This is an optimization exercise on Yosys and OpenROAD, whose aim is small area and a short achievable clock period, not a production implementation. Function was checked by simulation only, so behaviour that the tests miss may differ from the original. No activity file was given, so power comes from the tool's default toggle rates.

## flow/design.v

```verilog
`timescale 1ns / 1ps
module GPR(
	A1,A2,A3,WD,We,Clk,Rst,
	RD1,RD2
   );
	input[4:0]A1,A2,A3;
	input[31:0]WD;
	input We,Clk,Rst;
	output[31:0]RD1,RD2;
	reg[31:0]RF[31:1];
	reg[31:1]vld;
	integer i;
	always @(posedge Clk)
		if(We) RF[A3] <= WD;
	always @(posedge Clk or posedge Rst)
		if(Rst) vld <= 31'b0;
		else if(We) vld[A3] <= 1'b1;
	reg[31:0]r1,r2;
	always @* begin
		r1 = 32'b0;
		r2 = 32'b0;
		for(i=1;i<32;i=i+1) begin
			r1 = r1 | ({32{(A1==i)&&vld[i]}} & RF[i]);
			r2 = r2 | ({32{(A2==i)&&vld[i]}} & RF[i]);
		end
	end
	assign RD1 = (We&&A1==A3) ? WD : r1;
	assign RD2 = (We&&A2==A3) ? WD : r2;
endmodule
`timescale 1ns / 1ps
module MULDIV(
	Clk,Rst,
	D1,D2,HiLo,Op,Start,We,
	Busy,HI,LO
   );
	input Clk,Rst,HiLo,Start,We;
	input[1:0]Op;
	input[31:0]D1,D2;
	output Busy;
	output[31:0]HI,LO;
	reg[31:0]hi,lo,a;
	reg hx;           
	reg bp;           
	reg sa;           
	reg nq,nr;        
	reg[5:0]counter;
	reg[1:0]op;
	assign HI = hi;
	assign LO = lo;
	assign Busy = (counter != 6'b0) || Start;
	wire isdiv = op[1];
	wire c44 = counter == 6'd44;
	wire c43 = counter == 6'd43;
	wire c10 = counter == 6'd10;
	wire c9  = counter == 6'd9;
	wire c2  = counter == 6'd2;
	wire mstep = ~isdiv && counter > 6'd2;
	wire dstep = isdiv && counter <= 6'd42 && counter >= 6'd11;
	wire ext = op[0] & bp;
	wire[2:0]bd = c2 ? {ext,ext,bp} : {lo[1:0],bp};
	wire bneg = bd[2] & ~(bd[1] & bd[0]);
	wire bone = bd[1] ^ bd[0];
	wire btwo = (bd[2] & ~bd[1] & ~bd[0]) | (~bd[2] & bd[1] & bd[0]);
	wire[33:0]A1 = {sa,sa,a};
	wire[34:0]pp = ({35{bone}} & {A1[33],A1}) | ({35{btwo}} & {A1,1'b0});
	wire[34:0]macc = {hx,hx,hx,hi};
	reg[34:0]x,y;
	reg cin;
	always @* begin
		x = 35'b0; y = 35'b0; cin = 1'b0;
		if(~isdiv) begin
			x = macc; y = bneg ? ~pp : pp; cin = bneg;
		end else if(dstep) begin
			x = {2'b0,hi,lo[31]}; y = ~{3'b0,a}; cin = 1'b1;
		end else if(c44 | c10) begin
			y = ~{3'b0,lo}; cin = 1'b1;
		end else if(c43) begin
			y = ~{3'b0,a}; cin = 1'b1;
		end else begin
			y = ~{3'b0,hi}; cin = 1'b1;
		end
	end
	wire[34:0]sum = x + y + {34'b0,cin};
	always@(posedge Clk or posedge Rst)begin
		if(Rst)begin
			hi <= 32'b0;
			lo <= 32'b0;
			a <= 32'b0;
			hx <= 1'b0;
			bp <= 1'b0;
			sa <= 1'b0;
			nq <= 1'b0;
			nr <= 1'b0;
			counter <= 6'b0;
			op <= 2'b0;
		end
		else if(We)begin
			case(HiLo)
				1'b0 : lo <= D1;
				1'b1 : hi <= D1;
			endcase
		end
		else if(Start) begin
			a <= D1;
			lo <= Op[1] ? D1 : D2;
			hi <= 32'b0;
			hx <= 1'b0;
			bp <= 1'b0;
			sa <= (Op==2'b01) & D1[31];
			if(Op[1]) a <= D2;
			nq <= (Op==2'b11) & (D1[31]^D2[31]);
			nr <= (Op==2'b11) & D1[31];
			case(Op)
				2'b00 : counter <= 6'd18;
				2'b01 : counter <= 6'd18;
				2'b10 : counter <= 6'd44;
				2'b11 : counter <= 6'd45;
			endcase
			op <= Op;
		end
		else if(counter != 0) begin
			counter <= counter - 6'b1;
			if(mstep) begin
				{hx,hi} <= sum[34:2];
				lo <= {sum[1:0],lo[31:2]};
				bp <= lo[1];
			end
			if(~isdiv & c2)
				hi <= sum[31:0];
			if(dstep) begin
				if(~sum[34]) hi <= sum[31:0];
				else hi <= {hi[30:0],lo[31]};
				lo <= {lo[30:0],~sum[34]};
			end
			if(c44 & nr) lo <= sum[31:0];
			if(c43 & op[0] & a[31]) a <= sum[31:0];
			if(c10 & nq) lo <= sum[31:0];
			if(c9 & nr) hi <= sum[31:0];
		end
	end
endmodule
`timescale 1ns / 1ps
module CPU(
	clk,rst,
	InstrAddr,InstrData,
	PrRD,HWInt,
	PrWD,PrAddr,PrBE,PrWE
   );
	input clk,rst;
	output[31:2]InstrAddr;
	input[31:0]InstrData;
	input[31:0]PrRD;
	input[7:2]HWInt;
	output[31:0]PrWD;
	output[31:2]PrAddr;
	output[3:0]PrBE;
	output PrWE;
	wire IntReq;
	wire STALL;
	wire[31:0]HI,LO;
	wire Busy;
	reg[31:2]PC_F;
	reg[31:0]instr_D;
	reg[31:2]PC_D;
	reg BD_reg;
	reg[31:0]RD1_E,RD2_E,Wdata_E1;
	reg[15:0]imm_E;
	reg immx_E;
	reg[4:0]RA1_E,RA2_E,Waddr_E;
	reg[31:2]PC_E;
	reg[3:0]ALU_Op_E;
	reg[1:0]SFT_Op_E,MULDIV_Op_E,BE_Op_E;
	reg[2:0]DataEXT_Op_E;
	reg W1_E,HiLo_E,Shift_E,MFHL_E,MTHL_E,Start_E,Store_E,Load_E,
		 immsel_E,SUV_E,wr_E,stE_E,stW_E,eret_E,mfc0_E,mtc0_E,BD_E,
		 fMEs_E,fMEt_E,fWEs_E,fWEt_E,dmdtM_E;
	reg[31:0]RD2_M,Wdata_M1;
	reg[4:0]RA3_M,Waddr_M;
	reg[31:2]PC_M;
	reg[2:0]DataEXT_Op_M;
	reg[1:0]BE_Op_M;
	reg Store_M,Load_M,wr_M,stW_M,eret_M,mfc0_M,mtc0_M,BD_M,fWMt_M;
	reg[31:0]Wdata_W;
	reg[4:0]Waddr_W;
	reg[31:2]PC_W;
	reg wr_W,eret_W;
	assign InstrAddr = PC_F;
	wire[5:0]op = instr_D[31:26];
	wire[5:0]fn = instr_D[5:0];
	wire[4:0]rs = instr_D[25:21];
	wire[4:0]rt = instr_D[20:16];
	wire[4:0]rd = instr_D[15:11];
	wire R = op==6'd0;
	wire i_sll=R&&fn==0, i_srl=R&&fn==2, i_sra=R&&fn==3,
		  i_sllv=R&&fn==4, i_srlv=R&&fn==6, i_srav=R&&fn==7,
		  i_jr=R&&fn==8, i_jalr=R&&fn==9,
		  i_mfhi=R&&fn==16, i_mthi=R&&fn==17, i_mflo=R&&fn==18, i_mtlo=R&&fn==19,
		  i_mult=R&&fn==24, i_multu=R&&fn==25, i_div=R&&fn==26, i_divu=R&&fn==27,
		  i_add=R&&fn==32, i_addu=R&&fn==33, i_sub=R&&fn==34, i_subu=R&&fn==35,
		  i_and=R&&fn==36, i_or=R&&fn==37, i_xor=R&&fn==38, i_nor=R&&fn==39,
		  i_slt=R&&fn==42, i_sltu=R&&fn==43;
	wire i_bltz=op==1&&rt==0, i_bgez=op==1&&rt==1;
	wire i_j=op==2, i_jal=op==3, i_beq=op==4, i_bne=op==5, i_blez=op==6, i_bgtz=op==7,
		  i_addi=op==8, i_addiu=op==9, i_slti=op==10, i_sltiu=op==11,
		  i_andi=op==12, i_ori=op==13, i_xori=op==14, i_lui=op==15,
		  i_lb=op==32, i_lh=op==33, i_lw=op==35, i_lbu=op==36, i_lhu=op==37,
		  i_sb=op==40, i_sh=op==41, i_sw=op==43;
	wire i_mfc0=op==16&&rs==0, i_mtc0=op==16&&rs==4, i_eret=op==16&&rs==16&&fn==24;
	wire Jump_D = i_j||i_jal;
	wire jr_D = i_jr||i_jalr;
	wire Branch_D = i_beq||i_bne||i_blez||i_bgtz||i_bltz||i_bgez;
	wire BZ_D = i_bltz||i_blez||i_bgez||i_bgtz;
	wire B2_D = i_beq||i_bne;
	wire Load_D = i_lb||i_lbu||i_lh||i_lhu||i_lw;
	wire Store_D = i_sb||i_sh||i_sw;
	wire LogicI_D = i_andi||i_ori||i_xori;
	wire Itype_D = i_addi||i_addiu||i_andi||i_ori||i_slti||i_sltiu||i_xori||Load_D;
	wire Rtype_D = i_add||i_addu||i_and||i_div||i_divu||i_mult||i_multu||i_nor||i_or||
						i_sllv||i_slt||i_sltu||i_srav||i_srlv||i_sub||i_subu||i_xor;
	wire SUV_D = i_sll||i_sra||i_srl;
	wire Shift_D = SUV_D||i_sllv||i_srav||i_srlv;
	wire MTHL_D = i_mthi||i_mtlo;
	wire MFHL_D = i_mfhi||i_mflo;
	wire Start_D = i_mult||i_multu||i_div||i_divu;
	wire MULDIV_s_D = Start_D||MFHL_D||MTHL_D;
	wire Link_D = i_jal||i_jalr;
	wire WriteRt_D = i_lui||Itype_D||i_mfc0;
	wire WriteAtE_D = Link_D||i_lui;
	wire WriteAtM_D = i_add||i_addu||i_and||MFHL_D||i_nor||i_or||Shift_D||i_slt||i_sltu||
							i_sub||i_subu||i_xor||i_addi||i_addiu||i_andi||i_ori||i_slti||i_sltiu||i_xori;
	wire WriteAtW_D = Load_D||i_mfc0;
	wire WriteReg_D = WriteAtE_D||WriteAtM_D||WriteAtW_D;
	wire[3:0]ALU_Op_D =
		(i_addu||i_addiu) ? 4'd1 :
		(i_add||i_addi||Load_D||Store_D) ? 4'd2 :
		(i_subu) ? 4'd3 :
		(i_sub) ? 4'd4 :
		(i_and||i_andi) ? 4'd5 :
		(i_or||i_ori) ? 4'd6 :
		(i_nor) ? 4'd7 :
		(i_xor||i_xori) ? 4'd8 :
		(i_sltu||i_sltiu) ? 4'd9 :
		(i_slt||i_slti) ? 4'd10 : 4'd0;
	wire[1:0]SFT_Op_D = (i_sll||i_sllv) ? 2'b01 : (i_srl||i_srlv) ? 2'b10 : (i_sra||i_srav) ? 2'b11 : 2'b00;
	wire[1:0]MULDIV_Op_D = i_mult ? 2'b01 : i_divu ? 2'b10 : i_div ? 2'b11 : 2'b00;
	wire[1:0]BE_Op_D = i_sb ? 2'b01 : i_sh ? 2'b10 : i_sw ? 2'b11 : 2'b00;
	wire[2:0]DataEXT_Op_D = i_lbu ? 3'd1 : i_lb ? 3'd2 : i_lhu ? 3'd3 : i_lh ? 3'd4 : 3'd0;
	wire[4:0]Waddr_D = WriteRt_D ? rt : i_jal ? 5'd31 : rd;
	wire wr_D = WriteReg_D && Waddr_D!=5'd0;
	wire dmd_rs_D = BZ_D||jr_D||B2_D;
	wire dmd_rs_E = Itype_D||MTHL_D||Rtype_D||Store_D;
	wire dmd_rt_E = Rtype_D||SUV_D;
	wire dmd_rt_Ef = Rtype_D||SUV_D||Store_D||i_mtc0;
	wire sE1 = rs==Waddr_E, tE1 = rt==Waddr_E;
	wire sM1 = rs==Waddr_M, tM1 = rt==Waddr_M;
	assign STALL =
		(dmd_rs_D && ((stE_E && sE1) || (stW_M && sM1))) ||
		(B2_D && ((stE_E && tE1) || (stW_M && tM1))) ||
		(dmd_rs_E && stW_E && sE1) ||
		(dmd_rt_E && stW_E && tE1) ||
		(MULDIV_s_D && Busy);
	wire FWD_E_D_rs = dmd_rs_D && wr_E && sE1;
	wire FWD_E_D_rt = B2_D && wr_E && tE1;
	wire FWD_M_D_rs = dmd_rs_D && wr_M && sM1;
	wire FWD_M_D_rt = B2_D && wr_M && tM1;
	wire[31:0]RD1_D,RD2_D;
	GPR GPR(
		.A1(rs),.A2(rt),.A3(Waddr_W),.WD(Wdata_W),.We(wr_W),
		.Clk(clk),.Rst(rst),.RD1(RD1_D),.RD2(RD2_D)
	);
	wire[31:0]CMP_A = FWD_E_D_rs ? Wdata_E1 : FWD_M_D_rs ? Wdata_M1 : RD1_D;
	wire[31:0]CMP_B = FWD_E_D_rt ? Wdata_E1 : FWD_M_D_rt ? Wdata_M1 : RD2_D;
	wire eqAB = CMP_A==CMP_B;
	wire zA = CMP_A==32'b0;
	wire Br = (i_beq && eqAB) || (i_bne && ~eqAB) ||
				 (i_bltz && CMP_A[31]) || (i_bgez && ~CMP_A[31]) ||
				 (i_blez && (CMP_A[31]||zA)) || (i_bgtz && ~CMP_A[31] && ~zA);
	wire[31:2]EPC;
	wire[31:2]PC_F1 = PC_F + 30'd1;
	wire[31:2]PC_Fb = PC_F + {{14{instr_D[15]}},instr_D[15:0]};
	wire[31:2]next_PC = IntReq ? 30'h1060 :
							  i_eret ? EPC :
							  Jump_D ? {PC_F[31:28],instr_D[25:0]} :
							  jr_D ? CMP_A[31:2] :
							  (Branch_D && Br) ? PC_Fb : PC_F1;
	wire[31:0]Wdata_D = i_lui ? {instr_D[15:0],16'b0} : {PC_D+30'd2,2'b0};
	always @(posedge clk or posedge rst)
		if(rst) PC_F <= 30'hc00;
		else if(~STALL) PC_F <= next_PC;
	always @(posedge clk or posedge rst)
		if(rst) begin
			instr_D <= 32'b0;
			PC_D <= 30'hc00;
		end else if(IntReq||i_eret) begin
			instr_D <= 32'b0;
			PC_D <= 30'hc00;
		end else if(~STALL) begin
			instr_D <= InstrData;
			PC_D <= PC_F;
		end
	always @(posedge clk or posedge rst)
		if(rst) BD_reg <= 1'b0;
		else BD_reg <= Jump_D||jr_D||Branch_D;
	wire flushE = STALL||IntReq;
	always @(posedge clk or posedge rst)
		if(rst) begin
			RD1_E <= 0; ALU_Op_E <= 0; SFT_Op_E <= 0; MULDIV_Op_E <= 0; BE_Op_E <= 0;
			DataEXT_Op_E <= 0; W1_E <= 0; HiLo_E <= 0; Shift_E <= 0; MFHL_E <= 0;
			MTHL_E <= 0; Start_E <= 0; Store_E <= 0; Load_E <= 0; immsel_E <= 0;
			SUV_E <= 0; wr_E <= 0; stE_E <= 0; stW_E <= 0; eret_E <= 0; mfc0_E <= 0;
			mtc0_E <= 0; BD_E <= 0; fMEs_E <= 0; fMEt_E <= 0; fWEs_E <= 0; fWEt_E <= 0;
			dmdtM_E <= 0; PC_E <= 30'hc00;
		end else if(flushE) begin
			RD1_E <= 0; ALU_Op_E <= 0; SFT_Op_E <= 0; MULDIV_Op_E <= 0; BE_Op_E <= 0;
			DataEXT_Op_E <= 0; W1_E <= 0; HiLo_E <= 0; Shift_E <= 0; MFHL_E <= 0;
			MTHL_E <= 0; Start_E <= 0; Store_E <= 0; Load_E <= 0; immsel_E <= 0;
			SUV_E <= 0; wr_E <= 0; stE_E <= 0; stW_E <= 0; eret_E <= 0; mfc0_E <= 0;
			mtc0_E <= 0; BD_E <= 0; fMEs_E <= 0; fMEt_E <= 0; fWEs_E <= 0; fWEt_E <= 0;
			dmdtM_E <= 0; PC_E <= 30'hc00;
		end else begin
			RD1_E <= RD1_D;
			ALU_Op_E <= ALU_Op_D;
			SFT_Op_E <= SFT_Op_D;
			MULDIV_Op_E <= MULDIV_Op_D;
			BE_Op_E <= BE_Op_D;
			DataEXT_Op_E <= DataEXT_Op_D;
			W1_E <= WriteAtE_D;
			HiLo_E <= i_mthi||i_mfhi;
			Shift_E <= Shift_D;
			MFHL_E <= MFHL_D;
			MTHL_E <= MTHL_D;
			Start_E <= Start_D;
			Store_E <= Store_D;
			Load_E <= Load_D;
			immsel_E <= Itype_D||Store_D;
			SUV_E <= SUV_D;
			wr_E <= wr_D;
			stE_E <= (WriteAtM_D||WriteAtW_D) && wr_D;
			stW_E <= WriteAtW_D && wr_D;
			eret_E <= i_eret;
			mfc0_E <= i_mfc0;
			mtc0_E <= i_mtc0;
			BD_E <= BD_reg;
			fMEs_E <= dmd_rs_E && wr_E && sE1;
			fMEt_E <= dmd_rt_Ef && wr_E && tE1;
			fWEs_E <= dmd_rs_E && wr_M && sM1;
			fWEt_E <= dmd_rt_Ef && wr_M && tM1;
			dmdtM_E <= Store_D||i_mtc0;
			PC_E <= PC_D;
		end
	always @(posedge clk) begin
		RD2_E <= RD2_D;
		Wdata_E1 <= Wdata_D;
		imm_E <= instr_D[15:0];
		immx_E <= ~LogicI_D & instr_D[15];
		RA1_E <= rs;
		RA2_E <= rt;
		Waddr_E <= Waddr_D;
	end
	wire[31:0]imm32_E = {{16{immx_E}},imm_E};
	wire[31:0]A_E = fMEs_E ? Wdata_M1 : fWEs_E ? Wdata_W : RD1_E;
	wire[31:0]T_E = fMEt_E ? Wdata_M1 : fWEt_E ? Wdata_W : RD2_E;
	wire[31:0]B_E = immsel_E ? imm32_E : T_E;
	wire[31:0]RD2_E3 = fWEt_E ? Wdata_W : RD2_E;
	wire alu_sub = ALU_Op_E==4'd3 || ALU_Op_E==4'd4 || ALU_Op_E==4'd9 || ALU_Op_E==4'd10;
	wire[32:0]addr = {1'b0,A_E} + {1'b0,alu_sub ? ~B_E : B_E} + {32'b0,alu_sub};
	wire ltu = ~addr[32];
	wire lts = (A_E[31]^B_E[31]) ? A_E[31] : addr[31];
	reg[31:0]ALU_out;
	always @* begin
		case(ALU_Op_E)
			4'd1,4'd2,4'd3,4'd4: ALU_out = addr[31:0];
			4'd5: ALU_out = A_E & B_E;
			4'd6: ALU_out = A_E | B_E;
			4'd7: ALU_out = ~(A_E | B_E);
			4'd8: ALU_out = A_E ^ B_E;
			4'd9: ALU_out = {31'b0,ltu};
			4'd10: ALU_out = {31'b0,lts};
			default: ALU_out = A_E;
		endcase
	end
	wire[4:0]sa_E = SUV_E ? imm_E[10:6] : A_E[4:0];
	wire[31:0]srx = $signed({SFT_Op_E[0] & B_E[31], B_E}) >>> sa_E;
	wire[31:0]SFT_out = (SFT_Op_E==2'b01) ? (B_E << sa_E) :
							  SFT_Op_E[1] ? srx : 32'b0;
	MULDIV MULDIV(
		.Clk(clk),.Rst(rst),
		.D1(A_E),.D2(B_E),.HiLo(HiLo_E),.Op(MULDIV_Op_E),
		.Start(Start_E&&~IntReq),.We(MTHL_E),
		.Busy(Busy),.HI(HI),.LO(LO)
	);
	wire[31:0]Wdata_E2 = W1_E ? Wdata_E1 :
								Shift_E ? SFT_out :
								MFHL_E ? (HiLo_E ? HI : LO) : ALU_out;
	always @(posedge clk or posedge rst)
		if(rst) begin
			DataEXT_Op_M <= 0; BE_Op_M <= 0; Store_M <= 0; Load_M <= 0; wr_M <= 0;
			stW_M <= 0; eret_M <= 0; mfc0_M <= 0; mtc0_M <= 0; BD_M <= 0; fWMt_M <= 0;
			Wdata_M1 <= 0; PC_M <= 30'hc00;
		end else if(IntReq) begin
			DataEXT_Op_M <= 0; BE_Op_M <= 0; Store_M <= 0; Load_M <= 0; wr_M <= 0;
			stW_M <= 0; eret_M <= 0; mfc0_M <= 0; mtc0_M <= 0; BD_M <= 0; fWMt_M <= 0;
			Wdata_M1 <= 0; PC_M <= 30'hc00;
		end else begin
			DataEXT_Op_M <= DataEXT_Op_E;
			BE_Op_M <= BE_Op_E;
			Store_M <= Store_E;
			Load_M <= Load_E;
			wr_M <= wr_E;
			stW_M <= stW_E;
			eret_M <= eret_E;
			mfc0_M <= mfc0_E;
			mtc0_M <= mtc0_E;
			BD_M <= BD_E;
			fWMt_M <= dmdtM_E && wr_M && RA2_E==Waddr_M;
			Wdata_M1 <= Wdata_E2;
			PC_M <= PC_E;
		end
	always @(posedge clk) begin
		RD2_M <= RD2_E3;
		RA3_M <= imm_E[15:11];
		Waddr_M <= Waddr_E;
	end
	wire[31:0]DM_Wdata = fWMt_M ? Wdata_W : RD2_M;
	wire[1:0]ba = Wdata_M1[1:0];
	assign PrAddr = Wdata_M1[31:2];
	assign PrWD = DM_Wdata;
	assign PrBE = (BE_Op_M==2'b01) ? (4'b0001 << ba) :
					  (BE_Op_M==2'b10) ? (ba[1] ? 4'b1100 : 4'b0011) :
					  (BE_Op_M==2'b11) ? 4'b1111 : 4'b0000;
	assign PrWE = Store_M && ~IntReq;
	wire[7:0]lbyte = ba[1] ? (ba[0] ? PrRD[31:24] : PrRD[23:16]) : (ba[0] ? PrRD[15:8] : PrRD[7:0]);
	wire[15:0]lhalf = ba[1] ? PrRD[31:16] : PrRD[15:0];
	reg[31:0]DataEXT_out;
	always @* begin
		case(DataEXT_Op_M)
			3'd1: DataEXT_out = {24'b0,lbyte};
			3'd2: DataEXT_out = {{24{lbyte[7]}},lbyte};
			3'd3: DataEXT_out = {16'b0,lhalf};
			3'd4: DataEXT_out = {{16{lhalf[15]}},lhalf};
			default: DataEXT_out = PrRD;
		endcase
	end
	reg[15:10]SR_im;
	reg SR_exl,SR_ie;
	reg CAUSE_bd;
	reg[15:10]CAUSE_ip;
	reg[31:0]EPC_r;
	assign EPC = EPC_r[31:2];
	assign IntReq = ~SR_exl && SR_ie && |(HWInt & SR_im);
	wire[31:2]CP0_PC = BD_M ? PC_W : eret_W ? PC_E : PC_M;
	wire cp0_we = mtc0_M && ~IntReq;
	always @(posedge clk or posedge rst)
		if(rst) begin
			SR_im <= 6'b111111;
			SR_exl <= 1'b0;
			SR_ie <= 1'b1;
			CAUSE_bd <= 1'b0;
			CAUSE_ip <= 6'b0;
			EPC_r <= 32'b0;
		end else begin
			if(cp0_we && RA3_M==5'd12) begin
				SR_im <= DM_Wdata[15:10];
				SR_exl <= DM_Wdata[1];
				SR_ie <= DM_Wdata[0];
			end
			if(cp0_we && RA3_M==5'd14) EPC_r <= DM_Wdata;
			if(IntReq) begin
				EPC_r <= {CP0_PC,2'b0};
				CAUSE_bd <= BD_M;
				CAUSE_ip <= HWInt;
				SR_exl <= 1'b1;
			end
			if(eret_M) SR_exl <= 1'b0;
		end
	reg[31:0]CP0_RD;
	always @* begin
		case(RA3_M)
			5'd12: CP0_RD = {16'b0,SR_im,8'b0,SR_exl,SR_ie};
			5'd13: CP0_RD = {CAUSE_bd,15'b0,CAUSE_ip,10'b0};
			5'd14: CP0_RD = EPC_r;
			5'd15: CP0_RD = 32'h14061150;
			default: CP0_RD = 32'b0;
		endcase
	end
	wire[31:0]Wdata_M2 = Load_M ? DataEXT_out : mfc0_M ? CP0_RD : Wdata_M1;
	always @(posedge clk or posedge rst)
		if(rst) begin
			wr_W <= 0; eret_W <= 0; PC_W <= 30'hc00;
		end else if(~IntReq) begin
			wr_W <= wr_M;
			eret_W <= eret_M;
			PC_W <= PC_M;
		end
	always @(posedge clk)
		if(~IntReq) begin
			Wdata_W <= Wdata_M2;
			Waddr_W <= Waddr_M;
		end
endmodule
```

## flow/run.sh

```bash
#!/bin/bash
# synth_recipe.tcl (not shown) runs the flow's synth.tcl, then flattens the netlist and writes it again
# the make line also repeats each setting of config.mk as NAME=value (left out here)
make -C /OpenROAD-flow-scripts/flow DESIGN_CONFIG=/design/flow/config.mk WORK_HOME=/design/flow/orfs CLKGATE_MAP_FILE= SYNTH_SCRIPT=/design/flow/synth_recipe.tcl finish
```

## flow/config.mk

```make
export PLATFORM = sky130hd
export DESIGN_NAME = CPU
export DESIGN_NICKNAME = CPU
export VERILOG_FILES = /design/flow/design.v
export SDC_FILE = /design/flow/constraint.sdc
export NUM_CORES = 4
export LEC_CHECK = 0
export CAP_MARGIN = 20
export CORE_MARGIN = 2
export CORE_UTILIZATION = 40
export PLACE_DENSITY = 0.6
export SLEW_MARGIN = 20
```

## flow/constraint.sdc

```tcl
create_clock -name core_clock -period 12.0 [get_ports {clk}]
set_input_delay 2.4000 -clock core_clock [delete_from_list [all_inputs] [get_ports {clk}]]
set_output_delay 2.4000 -clock core_clock [all_outputs]
set_load 0.01 [all_outputs]
```

==> metrics.csv <==
stage,metric,value,unit
status,status,"complete, no violations",
die,top-level I/O count,169,
pwr,sw frac,0.465,
synth,sequential area share after synthesis,0.488,
synth,Gate Count Post-Synth,9950,
synth,Yosys cell types,95,
die,Die H,488,um
drt,DR vias,102000,
setup_path,Crit Path Class,register to register,
pwr,NetSw,11700,uW
cts,hold-fix buffers at CTS,0,
pwr,Comb pwr share,0.416,
sta,"Slew Viols, Final",0,
setup_path,CP startpoint kind,register,
sta,Fin. Hold Viols,0,
pwr,Clock power frac,0.241,
cts,# Post-CTS Setup Buffers,0,
drt,WL met3,110000,um
setup_path,arrival time worst endpoint,11.34,ns
synth,async set-reset flop share out of synthesis,0.295,
cts,H-tree depth,4,
setup_path,CP most frequent cell,o21ai_0,
place,HPWL Detailed,453000,um
setup_path,Crit Path Max Fanout,20,
drt,drt total wl,656000,um
cts,Clock transition at path regs,0.07,ns
cts,CTS tree,yes,
global_route,first-pass GRT wire length,853000,um
global_route,largest net degree at the start of global routing,140,
global_route,Total GRT Usage,0.532,
final_layout,combined area of the multi-input logic cells,0.0446,sq mm
final_layout,area delta synth->final,14.4,%
cts,Clock Sink Count,1645,
synth,ys flop type,edfxtp_1,
setup_path,"Largest stage delay, worst path",1.21,ns
drt,initial detailed-routing violation count,21700,
synth,synthesized flop and latch total,1645,
pwr,leakage power,0.0375,uW
synth,"top cells by count, synth","nand2_1, edfxtp_1, clkbuf_1",
sta,RSZ-0062 raised after global routing,no,
pwr,Internal,13500,uW
synth,Post-Syn Nets,10200,
drt,drt wl/cell,49.3,um
drt,residual DRC count,0,
sta,Final Skew,0.110,ns
pwr,power share of the sequential group,0.343,
die,area of the core,0.233,sq mm
synth,cell area after synthesis,0.0936,sq mm
pwr,Worst IR Drop VDD,0.180,mV
die,Die X-Extent,488,um
drt,ANT nets after route,0,
sta,Setup TNS Final,0,ns
place,number of port buffers,168,
final_layout,layout cells sized above 1,0.108,
synth,top-count cell post-synth,nand2_1,
final_layout,Final #Nets,10200,
setup_path,slowest CP cell,dfrtp_1,
global_route,initial antenna violation count,99,
drt,first drt pass iteration count,10,
sta,Slew headroom,0.0857,
cts,clock root buffer,clkbuf_16,
synth,Yosys top cell by area,edfxtp_1,
setup_path,critical path's top delay family,compound AO/OA/AOI/OAI gates,
cts,Longest Clk Path Bufs,3,
synth,Synth area leaders,"edfxtp_1, dfrtp_1, nand2_1",
sta,Tmin final,10.53,ns
final_layout,fillers,22100,
final_layout,register area,0.0457,sq mm
min_path,Hold Crit Class,register to register,
global_route,vias in the first global route,91400,
setup_path,Critical Path RT,12.81,ns
pwr,Pwr Total,25200,uW
pwr,P per Cell Area,235,mW/mm^2
die,Cell Rows,177,
sta,slew of the pin with the lowest slew margin,1.37,ns
drt,Via-to-Cell Ratio,7.64,
sta,max frequency,94.9,MHz
final_layout,Layout Utilization,0.460,
sta,Setup Viol. Count Final,0,
die,die area,0.238,sq mm
drt,met1 WL,246000,um
final_layout,max reg flops,992,
global_route,global route total overflow,0,
setup_path,WP buf/inv,3,
cts,clock latency (worst-skew pair),0.93,ns
die,Initial Util,0.402,
sta,final period utilization,0.878,
setup_path,crit end category,register,
synth,Yosys top cell area share,0.330,
synth,Post-synth EDFFs,1029,
synth,YS warnings,3,
flow_run,MaxCap Viol Count,0,
drt,uppermost layer routed,met5,
synth,Avg Synthesized Cell Area,9.41,sq um
final_layout,most flop-heavy register,GPR.RF,
place,GP Congestion,1.09,
drt,met2 wire length,246000,um
cts,number of gates resized after cts,0,
cts,CTS buffer count,185,
-- per-layer routing --
layer	vias to the layer above	global-route usage
li1	37700	-
met1	50400	0.694
met2	10900	0.689
met3	2667	0.260
met4	49	0.337
met5	-	0.0112
-- metrics by stage --
| stage | setup slack (ns) | std cells | instance area (sq um) | hold WS (ns) |
|---|---|---|---|---|
| after floorplan | 3.04 | 9950 | 93600 | 0.331 |
| after global placement | 1.49 | 12900 | 100000 | 0.347 |
| after detailed placement | 2.25 | 12900 | 101000 | 0.347 |
| after CTS | 2.19 | 13200 | 107000 | 0.357 |
| after global routing | 1.54 | 13200 | 107000 | 0.359 |
| final | 1.47 | 13300 | 107000 | 0.356 |
-- power by group through the flow --
stage / Sequential, uW / Combinational (uW) / Clock, uW
finish: 8640 / 10500 / 6060
global route: 8590 / 10600 / 6220
CTS: 8500 / 9810 / 6010
detailed placement: 8600 / 9760 / 0
global placement: 8590 / 9710 / 0
floorplan: 7890 / 5350 / 0
-- cell usage in the layout, fill, tap and decap left out, drive strengths merged, types with 99 or more instances in the layout --
cell type,synthesis,routed
dfxtp,131,131
nor2,636,636
or3,318,318
nand4,473,473
a21oi,476,476
dfrtp,468,468
xnor2,137,137
ha,176,176
clkdlybuf4s50,0,168
o21ai,503,503
edfxtp,1029,1029
buf,150,491
nor4,147,147
nand3,182,182
and2,99,99
clkbuf,715,245
mux2i,211,211
o22ai,506,506
o2111ai,208,208
a22oi,121,121
nand2,1566,1566
inv,170,176
nor3,146,146
xor2,108,108
-- path summary, 6_finish.rpt --
kind                            depth (start not counted)  slack, ns                       to                    start
worst max-delay path                                   31       1.47     PC_F[26]$_DFFE_PP0N_  instr_D[21]$_DFFE_PP0P_
worst min-delay path                                    0       0.36         RA3_M[4]$_DFF_P_        imm_E[15]$_DFF_P_
worst max register to register                         31       1.47     PC_F[26]$_DFFE_PP0N_  instr_D[21]$_DFFE_PP0P_
worst min register to register                          0       0.36         RA3_M[4]$_DFF_P_        imm_E[15]$_DFF_P_
max in group asynchronous                               5       7.43     PC_W[10]$_DFFE_PP0N_                      rst
min in group asynchronous                               3       2.11  instr_D[21]$_DFFE_PP0P_                      rst
-- cells by family (layout without fill, tap and decap cells) --
group / after synthesis / in the layout / synth area share
AND/OR/NAND/NOR: 3932 / 3932 / 0.203
flip-flops: 1645 / 1645 / 0.488
buffers and inverters: 1035 / 1176 / 0.0431
adder cells (fa/ha/maj): 181 / 181 / 0.0245
other: 0 / 87 / 0
multiplexers: 278 / 278 / 0.0307
AO/OA/AOI/OAI: 2634 / 2634 / 0.188
XOR/XNOR: 245 / 245 / 0.0229
-- layout make-up --
cell class | count | area share
flip-flops and latches | 1645 | 0.427
repair buffers | 659 | 0.0527
inverters | 170 | 0.00604
multi-input cells | 7270 | 0.417
clock inverters | 102 | 0.0118
clock buffers | 245 | 0.0472
well taps | 3132 | 0.0366
diodes | 87 | 0.00203

afterwards: timing with drivers on the ports:
How much do the figures lean on ideal ports? The routed layout below was timed once more, with nothing changed but the port constraints. Step 1: set_driving_cell puts a clkbuf_16 on clk and a buf_2 on each other input, an assumption about the parent block. Step 2 also shifts input and output timing later by t, the mid clock arrival at the registers, as if the neighbouring blocks saw the same clock. a / b / c = ideal / step 1 / step 2; a / b = the first two.
t (ns): 0.975
setup WS [ns]: 1.467 / 1.467 / 1.467
clock arrival spread, ns: 0.110 / 0.111
worst register clock-pin slew, ns: 0.07 / 0.07
cell pins on the clock port's net: 1
After both steps setup and hold are still met in this run. The setup slack of this run moves by 0.000 ns with the drivers and by 0.000 ns with both steps.
